Context: an optimization exercise on an open-source flow, tuned for small area. The choices shown serve that exercise and are no tape-out recipe. Where RTL was checked, it was by simulation tests only, not by an equivalence proof against the original. Power figures rest on the tool's default switching activity, not on a simulated workload.

Design filter_fir, start of the top module:
module filter_fir(input clk, input rst, input signed [15:0] din, output signed [15:0] dout);
Size in the first run: about 34 I/O pins, roughly 0.045 mm² of cells after synthesis.
==> flow/config.mk <==
export PLATFORM = sky130hd
export DESIGN_NAME = filter_fir
export DESIGN_NICKNAME = filter_fir
export VERILOG_FILES = /design/flow/design.v
export SDC_FILE = /design/flow/constraint.sdc
export NUM_CORES = 8
export LEC_CHECK = 0
export CAP_MARGIN = 20
export CORE_MARGIN = 2
export CORE_UTILIZATION = 40
export SLEW_MARGIN = 20
export SYNTH_HIERARCHICAL = 1
==> flow/constraint.sdc <==
create_clock -name core_clock -period 6.5 [get_ports {clk}]
set_input_delay 1.3000 -clock core_clock [delete_from_list [all_inputs] [get_ports {clk}]]
set_output_delay 1.3000 -clock core_clock [all_outputs]
set_load 0.01 [all_outputs]
standard.sh (not shown) runs the stock make flow with config.mk's settings and CLKGATE_MAP_FILE= SYNTH_SCRIPT=/design/flow/synth_recipe.tcl, a recipe that flattens the netlist after the stock synthesis.
==> flow/flow/run.sh <==
#!/bin/bash
# The standard layout (standard.sh) with the clock tree built without dummy load cells
# and the port buffers made of the smallest buffer cell.
set -euo pipefail
CTS="-sink_clustering_enable -repair_clock_nets -dont_use_dummy_load -sink_clustering_size 19 -sink_clustering_max_diameter 58 -buf_list {sky130_fd_sc_hd__clkbuf_2 sky130_fd_sc_hd__clkbuf_4 sky130_fd_sc_hd__clkbuf_8}"
bash standard.sh "CTS_ARGS=$CTS" "BUFFER_PORTS_ARGS=-buffer_cell sky130_fd_sc_hd__buf_1" finish > standard_flow.log 2>&1
Change:
==> flow/flow/run.sh (replaced) <==
#!/bin/bash
# The standard layout (standard.sh) with the clock tree built without dummy load cells
# and the port buffers made of the smallest buffer cell.
set -euo pipefail
CTS="-sink_clustering_enable -repair_clock_nets -dont_use_dummy_load -sink_clustering_size 18 -sink_clustering_max_diameter 55 -buf_list {sky130_fd_sc_hd__clkbuf_4 sky130_fd_sc_hd__clkbuf_8}"
bash standard.sh "CTS_ARGS=$CTS" "BUFFER_PORTS_ARGS=-buffer_cell sky130_fd_sc_hd__buf_1" finish > standard_flow.log 2>&1
=> Wire length barely changes; die area does not change; register-to-register slack stays flat; power rose by 0.93%; synthesized area is unchanged; critical path depth stays the same; clock-buffer cell count came out higher by 10; worst hold slack stays flat; setup slack barely changes; non-clock buffer count is unchanged.

Setup of rev 12:
Another version of the RTL of filter_fir (not shown whole).
Size: about 2800 cells after synthesis, about 1300 flip-flops, roughly 34 I/O pins, about 0.045 sq mm of cells after synthesis.
export LEC_CHECK = 0
export CAP_MARGIN = 20
export CORE_MARGIN = 2
export CORE_UTILIZATION = 40
export SLEW_MARGIN = 20
export SYNTH_HIERARCHICAL = 1
create_clock -name core_clock -period 6.5 [get_ports {clk}]
==> flow/flow/run.sh <==
#!/bin/bash
# The standard layout (standard.sh) with the clock tree built without dummy load cells
# and the port buffers made of the smallest buffer cell.
set -euo pipefail
CTS="-sink_clustering_enable -repair_clock_nets -dont_use_dummy_load -sink_clustering_size 20 -sink_clustering_max_diameter 60 -buf_list {sky130_fd_sc_hd__clkbuf_2 sky130_fd_sc_hd__clkbuf_4 sky130_fd_sc_hd__clkbuf_8}"
bash standard.sh "CTS_ARGS=$CTS" "BUFFER_PORTS_ARGS=-buffer_cell sky130_fd_sc_hd__buf_1" finish > standard_flow.log 2>&1
Input changes introduced in rev 13 (baseline for comparison: rev 12):
--- a/flow/flow/run.sh
+++ b/flow/flow/run.sh
@@ -5 +5 @@
-CTS="-sink_clustering_enable -repair_clock_nets -dont_use_dummy_load -sink_clustering_size 20 -sink_clustering_max_diameter 60 -buf_list {sky130_fd_sc_hd__clkbuf_2 sky130_fd_sc_hd__clkbuf_4 sky130_fd_sc_hd__clkbuf_8}"
+CTS="-sink_clustering_enable -repair_clock_nets -dont_use_dummy_load -sink_clustering_size 18 -sink_clustering_max_diameter 55 -buf_list {sky130_fd_sc_hd__clkbuf_4 sky130_fd_sc_hd__clkbuf_8}"
==> summary.txt <==
The global-route usage was comparable across rev 12 and rev 13.
On final instance area, rev 12 and rev 13 are basically level.
Rev 13 and rev 12 ended up with roughly the same core utilization.
The worst setup slack in rev 13 was higher than what rev 12 gave.
Rev 13 ended up with a lower buffering stage count on the worst path with inverters included than rev 12 did.
Critical path depth, rev 12 and rev 13, lower one = rev 13.
Rev 12 -> rev 13: die height delta 0, exact match
Final non-filler cell total delta (rev 13 -> rev 12): insignificant
In terms of routed wire length, rev 13 and rev 12 differ only marginally.
Between rev 12 and rev 13, the clock period minus worst slack is higher for rev 12.
Function was not checked in any run of this note: the RTL went through the layout flow alone.

filter_fir, a different RTL version from the one above (not shown whole).
For scale: ~3,300 cells after synthesis, roughly 1,300 flip-flops.
Design filter_fir, start of the top module:
module filter_fir(input clk, input rst, input signed [15:0] din, output signed [15:0] dout);
  reg [15:0] d0;
  reg [15:0] d1;
  reg [15:0] d2;
  reg [15:0] d3;
  reg [15:0] d4;
  reg [15:0] d5;
  reg [15:0] d6;
  reg [2:0] cnt;
  reg [15:0] w0;   
  reg [15:0] w1;   
  reg [15:0] w2;   
  reg [15:0] w3;   
  reg [15:0] w4;   
  reg [15:0] w5;   
  reg [15:0] w6;   
  reg [15:0] w7;   
  reg [15:0] w8;   
  reg [15:0] w9;   
  reg [15:0] w10;   
  reg [15:0] w11;   
  reg [15:0] w12;   
  reg [15:0] w13;   
  reg [15:0] w14;   
  reg [15:0] w15;   
  reg [15:0] w16;   
  reg [15:0] w17;   
  reg [15:0] w18;   
  reg [15:0] w19;   
  reg [15:0] w20;   
  reg [15:0] w21;   
  reg [15:0] w22;   
  reg [15:0] w23;   
  reg [15:0] w24;   
  reg [15:0] w25;   
  reg [15:0] w26;   
  reg [15:0] w27;   
  reg [15:0] w28;   
  reg [15:0] w29;   
  reg [15:0] w30;   
  reg [15:0] w31;   
  reg [15:0] w32;   
  reg [15:0] w33;   
  reg [15:0] w34;   
  reg [15:0] w35;   
  reg [15:0] w36;   
  reg [15:0] w37;   
  reg [15:0] w38;   
  reg [15:0] w39;   
  reg [15:0] w40;   
  reg [15:0] w41;   
  reg [15:0] w42;   
  reg [15:0] w43;   
  reg [15:0] w44;   
  reg [15:0] w45;   
  reg [15:0] w46;   
  reg [15:0] w47;   
  reg [15:0] w48;   
  reg [15:0] w49;   
  reg [15:0] w50;   
  reg [15:0] w51;   
  reg [15:0] w52;   
  reg [15:0] w53;   
  reg [15:0] w54;   
  ...
==> flow/config.mk <==
export PLATFORM = sky130hd
export DESIGN_NAME = filter_fir
export DESIGN_NICKNAME = filter_fir
export VERILOG_FILES = /design/flow/design.v
export SDC_FILE = /design/flow/constraint.sdc
export NUM_CORES = 8
export LEC_CHECK = 0
export CAP_MARGIN = 20
export CORE_MARGIN = 2
export CORE_UTILIZATION = 40
export SLEW_MARGIN = 20
export SYNTH_HIERARCHICAL = 1
==> flow/constraint.sdc <==
create_clock -name core_clock -period 6.5 [get_ports {clk}]
set_input_delay 1.3000 -clock core_clock [delete_from_list [all_inputs] [get_ports {clk}]]
set_output_delay 1.3000 -clock core_clock [all_outputs]
set_load 0.01 [all_outputs]
==> flow/flow/run.sh <==
#!/bin/bash
# The standard layout (standard.sh) with the clock tree built without dummy load cells
# and the port buffers made of the smallest buffer cell.
set -euo pipefail
CTS="-sink_clustering_enable -repair_clock_nets -dont_use_dummy_load -sink_clustering_size 20 -sink_clustering_max_diameter 60 -buf_list {sky130_fd_sc_hd__clkbuf_2 sky130_fd_sc_hd__clkbuf_4 sky130_fd_sc_hd__clkbuf_8}"
bash standard.sh "CTS_ARGS=$CTS" "BUFFER_PORTS_ARGS=-buffer_cell sky130_fd_sc_hd__buf_1" finish > standard_flow.log 2>&1
The baseline completed without violations.
==> next run, changes <==
==> flow/flow/run.sh (replaced) <==
#!/bin/bash
# The standard layout (standard.sh) with the clock tree built without dummy load cells
# and the port buffers made of the smallest buffer cell.
set -euo pipefail
CTS="-sink_clustering_enable -repair_clock_nets -dont_use_dummy_load -sink_clustering_size 18 -sink_clustering_max_diameter 50 -buf_list {sky130_fd_sc_hd__clkbuf_8}"
bash standard.sh "CTS_ARGS=$CTS" "BUFFER_PORTS_ARGS=-buffer_cell sky130_fd_sc_hd__buf_1" finish > standard_flow.log 2>&1
Settings changed: CORE_UTILIZATION 40 to 60, PLACE_DENSITY from default to 0.7.
What happened:
- The new run passed the timing, design-rule and antenna checks
- cell area shrinks by 0.88%
- wire length shrinks by 1.6%
- utilization grows by 21 points
- synthesized cell count does not change
- worst hold slack gets better by 0.048 ns
- clock power grows by about 4%
- sequential cell count is unchanged
- critical path depth stays the same
- via count grows by 3.5%
- count of clock-buffer cells in the layout grows by 12

filter_fir, a different RTL version from the one above (not shown whole).
Size in the first run: roughly 1200 flip-flops, ~34 I/O pins, ~55000 um2 of cells after synthesis.
Settings: LEC_CHECK=0, CAP_MARGIN=20, CORE_MARGIN=2, CORE_UTILIZATION=40, SLEW_MARGIN=20, SYNTH_HIERARCHICAL=1; clock period 6.5 ns.
run.sh (not shown) runs the stock make flow with config.mk's settings and CLKGATE_MAP_FILE= SYNTH_SCRIPT=/design/flow/synth_recipe.tcl, a recipe that flattens the netlist after the stock synthesis.
Stock flow here: none of the scripts above is used.
==> next run, changes <==
CTS_BUF_LIST = sky130_fd_sc_hd__clkbuf_2 sky130_fd_sc_hd__clkbuf_4 sky130_fd_sc_hd__clkbuf_8   (was not set)
CTS_CLUSTER_DIAMETER = 60   (was not set)
CTS_CLUSTER_SIZE = 20   (was not set)
The changed run produced a clean layout.
Critical path depth does not change.
Wire length fell by 1.3%.
Non-clock buffer count is unchanged.
==> next run, changes <==
CTS_BUF_LIST = sky130_fd_sc_hd__clkbuf_4   (was sky130_fd_sc_hd__clkbuf_2 sky130_fd_sc_hd__clkbuf_4 sky130_fd_sc_hd__clkbuf_8)
CTS_CLUSTER_DIAMETER = not set   (was 60)
CTS_CLUSTER_SIZE = 30   (was 20)
=> The new run went through all stages and came out clean; power increases by 6.5%; wire length increases by 2.2%; via count increases by about 6%; sequential share of layout area decreases by 1.0 points; worst setup slack loses 0.073 ns.

==> what the ideal ports hide <==
In the flow no input, the clock included, has a driving cell. The finished layouts below were timed again as built, in two steps. Step 1 sets driving cells, clkbuf_16 on the clock port and buf_2 on the other inputs (assumed; they add their load-dependent delay and slew). Step 2 moves the port delays by t, midway between the first and last clock arrival at a register: inputs arrive t later, outputs are due t later. That takes back most of the time a late clock gives input paths. a / b / c = ideal ports / drivers / drivers and shift; a / b = the first two.
| run | shift t [ns] | setup slack, ns | clock arrival spread, ns | pins driven straight from the clock port |
|---|---|---|---|---|
| the first run of note 1 | 0.767 | 0.234 / 0.234 / 0.234 | 0.103 / 0.103 | 1 |
| the second run of note 1 | 0.784 | 0.232 / 0.232 / 0.232 | 0.129 / 0.129 | 1 |
| rev 12 | 0.803 | 0.275 / 0.275 / 0.275 | 0.141 / 0.141 | 1 |
| rev 13 | 0.808 | 0.306 / 0.306 / 0.306 | 0.122 / 0.122 | 1 |
| the first run of note 3 | 0.852 | 0.316 / 0.316 / 0.316 | 0.153 / 0.152 | 1 |
| the second run of note 3 | 0.782 | 0.318 / 0.318 / 0.318 | 0.121 / 0.120 | 1 |
| the first run of note 4 | 0.828 | 0.714 / 0.714 / 0.714 | 0.033 / 0.032 | 1 |
| the second run of note 4 | 0.919 | 0.701 / 0.701 / 0.701 | 0.068 / 0.068 | 1 |
| the third run of note 4 | 1.283 | 0.629 / 0.629 / 0.629 | 0.099 / 0.098 | 1 |
After both steps setup and hold are still met in every run listed.
